Background: an optimization exercise with open tools, aiming at small area. Do not read the settings as production practice.
Only simulation tests tie the RTL to the original design; equivalence was not proved.
Power is estimated from default activity; no workload was simulated.

==> flow/design.v <==
module testpattern
(
    input              I_pxl_clk   , 
    input              I_rst_n     , 
    input      [2:0]   I_mode      , 
    input      [15:0]  I_sqr_width ,
    input      [7:0]   I_single_r  ,
    input      [7:0]   I_single_g  ,
    input      [7:0]   I_single_b  ,
    input      [15:0]  I_h_total   , 
    input      [15:0]  I_h_sync    , 
    input      [15:0]  I_h_bporch  , 
    input      [15:0]  I_h_res     , 
    input      [15:0]  I_v_total   , 
    input      [15:0]  I_v_sync    , 
    input      [15:0]  I_v_bporch  , 
    input      [15:0]  I_v_res     , 
    input              I_hs_pol    , 
    input              I_vs_pol    , 
    output reg         O_de        ,
    output reg         O_hs        ,
    output reg         O_vs        ,
    output     [7:0]   O_data_r    ,
    output     [7:0]   O_data_g    ,
    output     [7:0]   O_data_b
);
reg           pre;       
reg           hs_a;      
reg           hbp;       
reg           hact;      
reg           vs_a;      
reg           vbp;       
reg           vact;      
reg  [15:0]   H_cnt;     
reg  [15:0]   C_cnt;     
reg  [15:0]   V_cnt;     
reg  [15:0]   B_cnt;     
reg  [15:0]   Cv_cnt;    
reg  [15:0]   A_cnt;     
reg  [12:0]   U_cnt;     
reg  [3:0]    K_cnt;     
reg           K_ch;
reg           Sqr_h;
reg           Sqr_v;
reg  [23:0]   Data_tmp;
wire        H_end    = (H_cnt == 16'hFFFE);
wire        C_end    = (C_cnt == 16'hFFFE);
wire        start    = pre & (H_cnt[1:0] == 2'd3);
wire        line_end = ~pre & H_end;
wire        hs_end   = hs_a & C_end;
wire        bp_zero  = (I_h_bporch == 16'd0);
wire        hbp_end  = hbp & C_end;
wire        act_start= (hs_end & bp_zero) | hbp_end;
wire        de       = hact & vact;
wire [8:0]  A_lo_inc = A_cnt[7:0] + de;
wire [15:0] A_inc    = {A_cnt[15:8] + A_lo_inc[8], A_lo_inc[7:0]};
wire        act_last = hact & (A_inc == I_h_res);
wire        hact_n   = act_start | (hact & ~act_last & ~line_end);
wire        V_end    = (V_cnt == 16'hFFFE);
wire        B_end    = (B_cnt == 16'hFFFE);
wire        frame_end= line_end & V_end;
wire        vs_end   = line_end & vs_a & B_end;
wire        vbp_zero = (I_v_bporch == 16'd0);
wire        vbp_end  = line_end & vbp & B_end;
wire        vact_start = (vs_end & vbp_zero) | vbp_end;
wire        vact_end = line_end & vact & B_end;
wire        vact_n   = vact_start | (vact & ~vact_end);
wire        de_n     = hact_n & vact_n;
wire        de_start = act_start & vact;
wire        de_fall  = de & ~de_n;
always @(posedge I_pxl_clk or negedge I_rst_n)
begin
    if (!I_rst_n) begin
        pre  <= 1'b1;
        hs_a <= 1'b0;
        hbp  <= 1'b0;
        hact <= 1'b0;
        vs_a <= 1'b0;
        vbp  <= 1'b0;
        vact <= 1'b0;
        H_cnt[1:0] <= 2'd0;
    end else begin
        pre  <= pre & ~start;
        hs_a <= start | line_end | (hs_a & ~hs_end);
        hbp  <= (hs_end & ~bp_zero) | (hbp & ~hbp_end);
        hact <= hact_n;
        vs_a <= start | frame_end | (vs_a & ~vs_end);
        vbp  <= (vs_end & ~vbp_zero) | (vbp & ~vbp_end);
        vact <= vact_n;
        H_cnt[1:0] <= (start | line_end) ? ~I_h_total[1:0] : H_cnt[1:0] + 1'b1;
    end
end
wire [15:0] H_inc = H_cnt + 1'b1;
always @(posedge I_pxl_clk)
begin
    H_cnt[15:2] <= (start | line_end) ? ~I_h_total[15:2] : H_inc[15:2];
    if (start | line_end)
        C_cnt <= ~I_h_sync;
    else if (hs_end & ~bp_zero)
        C_cnt <= ~I_h_bporch;
    else if (act_start | (hact & C_end))
        C_cnt <= ~I_sqr_width;
    else
        C_cnt <= C_cnt + 1'b1;
    V_cnt <= (start | frame_end) ? ~I_v_total : V_cnt + line_end;
    if (start | frame_end)
        B_cnt <= ~I_v_sync;
    else if (vs_end & ~vbp_zero)
        B_cnt <= ~I_v_bporch;
    else if (vact_start)
        B_cnt <= ~I_v_res;
    else
        B_cnt <= B_cnt + line_end;
end
always @(posedge I_pxl_clk or negedge I_rst_n)
begin
    if (!I_rst_n)
        A_cnt[7:0] <= 8'd0;
    else if (de_start)
        A_cnt[7:0] <= 8'd0;
    else
        A_cnt[7:0] <= A_inc[7:0];
end
always @(posedge I_pxl_clk)
begin
    if (de_start)
        A_cnt[15:8] <= 8'd0;
    else
        A_cnt[15:8] <= A_inc[15:8];
end
wire        sqr_h_hit = de & C_end;
wire        sqr_v_hit = de_fall & (Cv_cnt == 16'hFFFE);
always @(posedge I_pxl_clk)
begin
    Sqr_h  <= act_start ? 1'b0 : (Sqr_h ^ sqr_h_hit);
    Cv_cnt <= (vs_end | sqr_v_hit) ? ~I_sqr_width : Cv_cnt + de_fall;
    Sqr_v  <= vs_end ? 1'b0 : (Sqr_v ^ sqr_v_hit);
end
wire [12:0] bar_w  = I_h_res[15:3];
wire        U_wrap = (U_cnt == 13'h1FFE);
wire        w_one  = (bar_w == 13'd1);
wire [2:0]  res_r  = I_h_res[2:0];
reg         w_div;
always @(*) begin
    w_div = 1'b0;
    if (I_h_res[15:7] == 9'd0)
        case (I_h_res[6:3])
            4'd2: w_div = res_r[0];
            4'd3: w_div = (res_r == 3'd2) | (res_r == 3'd5);
            4'd4: w_div = (res_r[1:0] == 2'd3);
            4'd5: w_div = (res_r == 3'd4);
            4'd6: w_div = (res_r == 3'd5);
            4'd7: w_div = (res_r == 3'd6);
            4'd8: w_div = (res_r == 3'd7);
            default: w_div = 1'b0;
        endcase
end
wire        K_t0   = O_de ? (w_one ? K_ch : w_div) : (w_one & ~A_cnt[3]);
wire        k_inc  = de_start ? K_t0 :
                     de & (w_one ? (K_ch | ~O_de) : (U_wrap & ~K_ch));
always @(posedge I_pxl_clk)
begin
    U_cnt <= (act_start | U_wrap) ? ~bar_w : U_cnt + 1'b1;
    K_cnt <= de_n ? (K_cnt + k_inc) : 4'd0;
    K_ch  <= de_start ? K_t0 : (K_ch & ~(de & U_wrap & ~w_one));
end
wire        net  = de & ((A_cnt[4:0] == 5'd0) | act_last | (B_cnt[4:0] == ~I_v_res[4:0]) | B_end);
wire        sqr  = de & (Sqr_h == Sqr_v);
wire        cb_r = de & ~K_cnt[3] & ~K_cnt[1];
wire        cb_g = de & ~K_cnt[3] & ~K_cnt[2];
wire        cb_b = de & ~K_cnt[3] & ~K_cnt[0];
wire        m_bar  = (I_mode == 3'b000);
wire        m_net  = (I_mode == 3'b001);
wire        m_gray = (I_mode == 3'b010);
wire        m_sqr  = (I_mode == 3'b011);
wire        m_one  = (I_mode == 3'b111);
wire        m_blue = I_mode[2] & ~m_one;
wire        r_c = (m_bar & cb_r) | (m_net & net) | (m_sqr & sqr);
wire        g_c = (m_bar & cb_g) | (m_sqr & sqr);
wire        b_c = (m_bar & cb_b) | (m_sqr & sqr) | m_blue;
wire [7:0]  gray = A_cnt[7:0];
always @(posedge I_pxl_clk or negedge I_rst_n)
begin
    if (!I_rst_n) begin
        O_de     <= 1'b0;
        O_hs     <= 1'b1;
        O_vs     <= 1'b1;
        Data_tmp <= 24'd0;
    end else begin
        O_de     <= de;
        O_hs     <= I_hs_pol ? hs_a : ~hs_a;
        O_vs     <= I_vs_pol ? vs_a : ~vs_a;
        Data_tmp <= {{8{b_c}} | ({8{m_gray}} & gray) | ({8{m_one}} & I_single_b),
                     {8{g_c}} | ({8{m_gray}} & gray) | ({8{m_one}} & I_single_g),
                     {8{r_c}} | ({8{m_gray}} & gray) | ({8{m_one}} & I_single_r)};
    end
end
assign O_data_r = Data_tmp[ 7: 0];
assign O_data_g = Data_tmp[15: 8];
assign O_data_b = Data_tmp[23:16];
endmodule
==> flow/config.mk <==
export PLATFORM = sky130hd
export DESIGN_NAME = testpattern
export DESIGN_NICKNAME = testpattern
export VERILOG_FILES = /design/flow/design.v
export SDC_FILE = /design/flow/constraint.sdc
export NUM_CORES = 4
export LEC_CHECK = 0
export CAP_MARGIN = 20
export CORE_MARGIN = 2
export CORE_UTILIZATION = 40
export SLEW_MARGIN = 20
==> flow/constraint.sdc <==
create_clock -name core_clock -period 10.0 [get_ports {I_pxl_clk}]
set_input_delay 2.0000 -clock core_clock [delete_from_list [all_inputs] [get_ports {I_pxl_clk}]]
set_output_delay 2.0000 -clock core_clock [all_outputs]
set_load 0.01 [all_outputs]
standard.sh (not shown) runs the stock make flow with config.mk's settings and CLKGATE_MAP_FILE= SYNTH_SCRIPT=/design/flow/synth_recipe.tcl, a recipe that flattens the netlist after the stock synthesis.
==> flow/flow/run.sh <==
#!/bin/bash
# Standard ORFS layout (standard.sh) with these changes:
#  - synthesis: no hard half/full-adder cells (ADDER_MAP_FILE empty), and
#    logic mapped with an area-oriented ABC script (flow/synth.tcl,
#    flow/abc_area.script); registers are the standard synthesis's;
#  - ports get the smallest buffer (buf_1);
#  - clock tree: clkbuf_8 throughout, no dummy loads.
# Make's full output goes to flow_make.log here; ORFS keeps each step's log
# under orfs/logs/.
set -euo pipefail
here=$(pwd)
export MY_ABC_SCRIPT=$here/flow/abc_area.script
bash standard.sh "SYNTH_SCRIPT=$here/flow/synth.tcl" "ADDER_MAP_FILE=" \
  "BUFFER_PORTS_ARGS=-buffer_cell sky130_fd_sc_hd__buf_1" \
  "CTS_ARGS=-sink_clustering_enable -repair_clock_nets -dont_use_dummy_load -root_buf sky130_fd_sc_hd__clkbuf_8 -buf_list sky130_fd_sc_hd__clkbuf_8" \
  finish > flow_make.log 2>&1
==> flow/flow/abc_area.script <==
&get -n
&st
&dc2
&dch -f
&nf -R 2000 -a
&st
&dc2
&dch -f
&nf -R 2000 -a
&put
==> flow/flow/synth.tcl <==
# The standard synthesis script (synth_recipe.tcl), with one change: Yosys's
# abc mapping step runs an area-oriented ABC script (flow/abc_area.script)
# instead of ORFS's speed script. Everything before it (and so every
# register) is unchanged.
proc synth {args} { yosys synth -nofsm -noshare {*}$args }
proc abc {args} {
  set i [lsearch $args -script]
  set args [lreplace $args [expr {$i+1}] [expr {$i+1}] $::env(MY_ABC_SCRIPT)]
  yosys abc {*}$args
}
source $::env(SCRIPTS_DIR)/synth.tcl
# left out here: clear keep_hierarchy, flatten, clean up, hide names made inside functions, write 1_2_yosys.v
The baseline ran to the end with no violations.
Change:
==> flow/flow/run.sh (replaced) <==
#!/bin/bash
# Standard ORFS layout (standard.sh) with three changes:
#  - synthesis maps logic with an area-oriented ABC script (flow/synth.tcl);
#  - ports get the smallest buffer (buf_1);
#  - clock tree: clkbuf_16 root, clkbuf_8 elsewhere, no dummy loads.
# Make's full output goes to flow_make.log here; ORFS keeps each step's log
# under orfs/logs/.
set -euo pipefail
here=$(pwd)
export MY_ABC_SCRIPT=$here/flow/abc_area.script
bash standard.sh "SYNTH_SCRIPT=$here/flow/synth.tcl" \
  "BUFFER_PORTS_ARGS=-buffer_cell sky130_fd_sc_hd__buf_1" \
  "CTS_ARGS=-sink_clustering_enable -repair_clock_nets -dont_use_dummy_load -root_buf sky130_fd_sc_hd__clkbuf_16 -buf_list sky130_fd_sc_hd__clkbuf_8" \
  finish > flow_make.log 2>&1
==> flow/flow/abc_area.script (replaced) <==
&get -n
&st
&dc2
&dch -f
&nf -R 2000 -a
&put
Settings changed: CORE_UTILIZATION 40 to 65.
The changed run finished clean.
First-iteration DRC count increases by 41%.
Setup slack improved by 0.030 ns.
Synthesized cell count rises by 5.9%.
Core utilization climbs by 29 points.
Synthesized area increases by 6.4%.
Change:
--- a/flow/flow/run.sh
+++ b/flow/flow/run.sh
@@ -2,2 +2,4 @@
-# Standard ORFS layout (standard.sh) with three changes:
-#  - synthesis maps logic with an area-oriented ABC script (flow/synth.tcl);
+# Standard ORFS layout (standard.sh) with these changes:
+#  - synthesis: no hard half/full-adder cells (ADDER_MAP_FILE empty), and
+#    logic mapped with an area-oriented ABC script (flow/synth.tcl,
+#    flow/abc_area.script); registers are the standard synthesis's;
@@ -11 +13 @@
-bash standard.sh "SYNTH_SCRIPT=$here/flow/synth.tcl" \
+bash standard.sh "SYNTH_SCRIPT=$here/flow/synth.tcl" "ADDER_MAP_FILE=" \
==> flow/flow/abc_area.script (replaced) <==
&get -n
&st
&dc2
&dch -f
&nf -R 2000 -a
&st
&dc2
&dch -f
&nf -R 2000 -a
&put
Settings changed: CORE_UTILIZATION 65 to 40.
First-iteration DRC count fell by 29%; cell count goes up by 2.4%; synthesized cell count went down by 5.5%; cell area fell by 4.2%; fmax came out lower by 1.8%; non-clock buffer count is unchanged; core utilization decreases by 29 points; setup slack loses 0.10 ns; sequential share of layout area came out higher by 1.6 points.
Change:
--- a/flow/flow/run.sh
+++ b/flow/flow/run.sh
@@ -7 +7 @@
-#  - clock tree: clkbuf_16 root, clkbuf_8 elsewhere, no dummy loads.
+#  - clock tree: clkbuf_8 root, clkbuf_4 elsewhere, no dummy loads.
@@ -15 +15 @@
-  "CTS_ARGS=-sink_clustering_enable -repair_clock_nets -dont_use_dummy_load -root_buf sky130_fd_sc_hd__clkbuf_16 -buf_list sky130_fd_sc_hd__clkbuf_8" \
+  "CTS_ARGS=-sink_clustering_enable -repair_clock_nets -dont_use_dummy_load -root_buf sky130_fd_sc_hd__clkbuf_8 -buf_list sky130_fd_sc_hd__clkbuf_4" \
Settings changed: CORE_UTILIZATION 40 to 65, PLACE_DENSITY set to 0.75.
Effect:
- The new run produced a clean layout
- sequential power hardly moves
- total power drops by about 8%
- setup slack gains 0.069 ns

[afterwards: timing with drivers on the ports]
The flow's constraints put no driver on any port. The routed layouts listed below were extracted and timed again, unchanged, in two steps.
Step 1, drivers: a clkbuf_16 drives I_pxl_clk and a buf_2 each remaining input, both assumed.
Step 2 also shifts input and output timing later by t, the mid clock arrival at the registers, as if the neighbouring blocks saw the same clock.
Three values: ideal ports, drivers, drivers and shift; two values: the first two.
run | t (ns) | setup slack, ns | worst slew at a driven data input, ns
the first run | 0.473 | 4.353 / 4.370 / 3.897 | 0.06
the second run | 0.395 | 4.383 / 4.383 / 4.137 | 0.06
the third run | 0.406 | 4.281 / 4.303 / 3.897 | 0.06
the fourth run | 0.452 | 4.350 / 4.365 / 3.914 | 0.06
After both steps setup and hold are still met in every run listed. The setup slack of the first run, which loses most, moves by +0.017 ns with the drivers and by -0.456 ns with both steps.
